What follows belongs to an exercise in optimizing a design on an open flow for small area, a short achievable clock period and few clock cycles per item; a production flow would make more cautious choices.
The RTL was checked by simulation tests, not by an equivalence proof against the original design.

==> wip/onyx: inputs <==
## quantsilicon_top
module quantsilicon_top (
    input  logic                clk,
    input  logic                rst_n,
    input  logic                in_valid,
    output logic                in_ready,
    input  logic signed [31:0]  price,        
    input  logic signed [31:0]  position,     
    input  logic signed [31:0]  beta,         
    output logic                out_valid,
    input  logic                out_ready,
    output logic signed [31:0]  signal_out,   
    output logic                allow_trade,
    output logic                kill_switch
);
    logic v0, v1;           
    logic mv, sv;           
    logic rdy;              
    logic adv;
    assign adv       = ~sv;
    assign in_ready  = rdy;
    assign out_valid = mv;
    logic signed [31:0] prev, ema;
    logic signed [31:0] ret_r;
    logic        [31:0] pos_r;
    logic        [15:0] one_d, two_d, neg_d, one_r, two_r, neg_r;
    logic               flip;
    assign flip = position[31] & (|position[30:0]);
    booth_enc u_enc (
        .b    (beta),
        .flip (flip),
        .one  (one_d),
        .two  (two_d),
        .neg  (neg_d)
    );
    always_ff @(posedge clk or negedge rst_n) begin
  ...
==> module feature_engine, before the edit <==
module feature_engine (
    input  logic signed [31:0] ret,
    input  logic signed [31:0] ema,
    output logic signed [31:0] ema_next,
    output logic signed [31:0] t
);
    logic signed [31:0] d;
    logic        [33:0] ret3;
    assign d        = ret - ema;
    assign ema_next = ema + (d >>> fxp_pkg::ALPHA_SHIFT);
    assign ret3     = {{2{ret[31]}}, ret} + {ret[31], ret, 1'b0};
    assign t        = ret3[33:2];
endmodule
==> flow/config.mk <==
export PLATFORM = sky130hd
export DESIGN_NAME = quantsilicon_top
export DESIGN_NICKNAME = quantsilicon_top
export VERILOG_FILES = /design/flow/design.v
export SDC_FILE = /design/flow/constraint.sdc
export NUM_CORES = 4
export LEC_CHECK = 0
export CAP_MARGIN = 20
export CORE_MARGIN = 2
export CORE_UTILIZATION = 40
export SLEW_MARGIN = 20
export SYNTH_HIERARCHICAL = 1
export SYNTH_MINIMUM_KEEP_SIZE = 0
==> flow/constraint.sdc <==
create_clock -name core_clock -period 12.5 [get_ports {clk}]
set_input_delay 2.5000 -clock core_clock [delete_from_list [all_inputs] [get_ports {clk}]]
set_output_delay 2.5000 -clock core_clock [all_outputs]
set_load 0.01 [all_outputs]
run.sh (not shown) runs the stock make flow with config.mk's settings and CLKGATE_MAP_FILE= SYNTH_SCRIPT=/design/flow/synth_recipe.tcl, a recipe that flattens the netlist after the stock synthesis.
==> inputs of wip/juniper, as changes to wip/onyx <==
--- a/flow/design.v
+++ b/flow/design.v
@@ -11,8 +11,45 @@
 );
-    logic signed [31:0] d;
-    logic        [33:0] ret3;
-    assign d        = ret - ema;
-    assign ema_next = ema + (d >>> fxp_pkg::ALPHA_SHIFT);
-    assign ret3     = {{2{ret[31]}}, ret} + {ret[31], ret, 1'b0};
-    assign t        = ret3[33:2];
+    logic [37:0] a, b, c, s, k;
+    logic [32:0] lo, d;
+    logic [4:0]  h0;
+    logic        wp, wn;
+    logic [33:0] ret3;
+    assign a = {ema[31], ema, 5'b0};           
+    assign b = ~{{6{ema[31]}}, ema};           
+    assign c = {{6{ret[31]}}, ret};            
+    for (genvar i = 0; i < 5; i++) begin : g_ha
+        half_add u_ha (.a(b[i]), .b(c[i]), .s(s[i]), .co(k[i]));
+    end
+    for (genvar i = 5; i < 38; i++) begin : g_fa
+        full_add u_fa (.a(a[i]), .b(b[i]), .c(c[i]), .s(s[i]), .co(k[i]));
+    end
+    assign lo = {1'b0, s[31:0]} + {1'b0, k[30:0], 1'b1};
+    assign h0 = s[36:32] + k[35:31];
+    assign d  = {ret[31], ret} - {ema[31], ema};
+    assign wp = ~d[32] &  d[31];
+    assign wn =  d[32] & ~d[31];
+    ema_hi_sel u_hi (
+        .h0  (h0),
+        .cin (lo[32]),
+        .wp  (wp),
+        .wn  (wn),
+        .hi  (ema_next[31:27])
+    );
+    assign ema_next[26:0] = lo[31:5];
+    assign ret3 = {{2{ret[31]}}, ret} + {ret[31], ret, 1'b0};
+    assign t    = ret3[33:2];
+endmodule
+module ema_hi_sel (
+    input  logic [4:0] h0,
+    input  logic       cin,
+    input  logic       wp,
+    input  logic       wn,
+    output logic [4:0] hi
+);
+    logic [4:0] hm1, hp1, hp2;
+    assign hm1 = h0 - 5'd1;
+    assign hp1 = h0 + 5'd1;
+    assign hp2 = h0 + 5'd2;
+    assign hi = cin ? (wp ? h0  : (wn ? hp2 : hp1))
+                    : (wp ? hm1 : (wn ? hp1 : h0));
 endmodule
==> flow/flow/run.sh (new file) <==
#!/bin/bash
# Layout flow: the standard synthesis, then every cell set to its smallest
# drive strength, then the standard ORFS layout with timing repair aiming
# SETUP_SLACK_MARGIN ns below the clock period (cells on critical paths get
# upsized again) and buf_2 port buffers. Each tool's output goes to a log file
# of its own here.
set -euo pipefail
MARGIN=${MARGIN:-8}
bash standard.sh synth > synth.log 2>&1
R=$PWD/orfs/results/$FLOW_PLATFORM/quantsilicon_top/base
DS_IN=$R/1_synth.odb DS_OUT=$R/1_synth.odb \
  openroad -no_init -exit flow/downsize.tcl > downsize.log 2>&1
bash standard.sh SETUP_SLACK_MARGIN=$MARGIN \
  "BUFFER_PORTS_ARGS=-buffer_cell sky130_fd_sc_hd__buf_2" finish > layout.log 2>&1
==> flow/flow/downsize.tcl (new file) <==
# Set every cell of the synthesized netlist to the smallest drive strength of
# its type (same function and pins); the timing repair that follows upsizes
# the cells on critical paths again.
set db [ord::get_db]

read_db $::env(DS_IN)
set block [ord::get_db_block]

set n 0
foreach inst [$block getInsts] {
  set m [$inst getMaster]
  set name [$m getName]
  if {![regexp {^(sky130_fd_sc_hd__[a-z0-9]+)_([0-9]+)$} $name -> base drv]} { continue }
  if {[string match "*lpflow*" $name] || [string match "*probe*" $name]} { continue }
  set best $m
  set best_area [expr {[$m getWidth] * [$m getHeight]}]
  foreach d {0 1 2} {
    set cand ${base}_$d
    if {$cand eq $name} { continue }
    set cm [$db findMaster $cand]
    if {$cm eq "NULL"} { continue }
    set a [expr {[$cm getWidth] * [$cm getHeight]}]
    if {$a < $best_area} { set best $cm; set best_area $a }
  }
  if {$best ne $m} { $inst swapMaster $best; incr n }
}
puts "downsize: swapped $n instances"
write_db $::env(DS_OUT)
==> flow/standard.sh (new file) <==
#!/bin/bash
# synth_recipe.tcl (not shown) runs the flow's synth.tcl, then flattens the netlist and writes it again
# the make line also repeats each setting of config.mk as NAME=value (left out here)
make -C /OpenROAD-flow-scripts/flow DESIGN_CONFIG=/design/flow/config.mk WORK_HOME=/design/flow/orfs CLKGATE_MAP_FILE= SYNTH_SCRIPT=/design/flow/synth_recipe.tcl "${@:-finish}"
Settings changed: CORE_UTILIZATION 40 to 55, CTS_BUF_LIST set to sky130_fd_sc_hd__clkbuf_8, CTS_CLUSTER_DIAMETER set to 80, CTS_CLUSTER_SIZE set to 20.
removed: flow/run.sh
==> impl_metrics.py <==
metrics = {
    "timing": {
        "worst_clock_skew_ns": 0.0260,
        "rsz0062_at_grt": "false",
    },
    "routing": {
        "detail_route.wirelength_um": 112000,
    },
    "run_status": {
        "status": "complete, no violations",
    },
    "synth": {
        "yosysSeqAreaShare_pct": 23.9,
        "synth_flop_cell": "edfxtp_1",
    },
    "clock_network": {
        "number_of_buffers_created_by_cts": 43,
    },
    "place": {
        "detailed_place_hpwl_um": 76400,
    },
}
-- figures above: wip/onyx

==> impl_metrics.py <==
metrics = {
    "run_status": {
        "status": "complete, no violations",
    },
    "timing": {
        "rsz0062_at_grt": "true",
    },
    "clock_network": {
        "number_of_buffers_created_by_cts": 28,
    },
    "routing": {
        "detail_route.wirelength_um": 121000,
    },
}
-- figures above: wip/juniper

Testbench counts of wip/onyx, summed over its fixed seeds: cycles 24,024, items 24,000.
Testbench counts of wip/juniper, summed over its fixed seeds: cycles 24,024, items 24,000.

-- static timing again, ports no longer ideal --
No port has a modelled driver above. Below, the same layouts with a new extraction and two added sets of constraints.
Step 1 assumes that a clkbuf_16 drives the clock port and a buf_2 every other input.
Step 2 moves the port delays by t, midway between the first and last clock arrival at a register: inputs arrive t later, outputs are due t later. That takes back most of the time a late clock gives input paths.
Three values: ideal ports, drivers, drivers and shift; two values: the first two.
| run | t, ns | slack for setup (ns) | cell pins on the clock port's net |
|---|---|---|---|
| wip/onyx | 0.686 | 7.413 / 7.413 / 7.062 | 1 |
| wip/juniper | 0.788 | 7.905 / 7.905 / 7.409 | 1 |
After both steps setup and hold are still met in every run listed. The setup slack of wip/juniper, which loses most, moves by 0.000 ns with the drivers and by -0.496 ns with both steps.
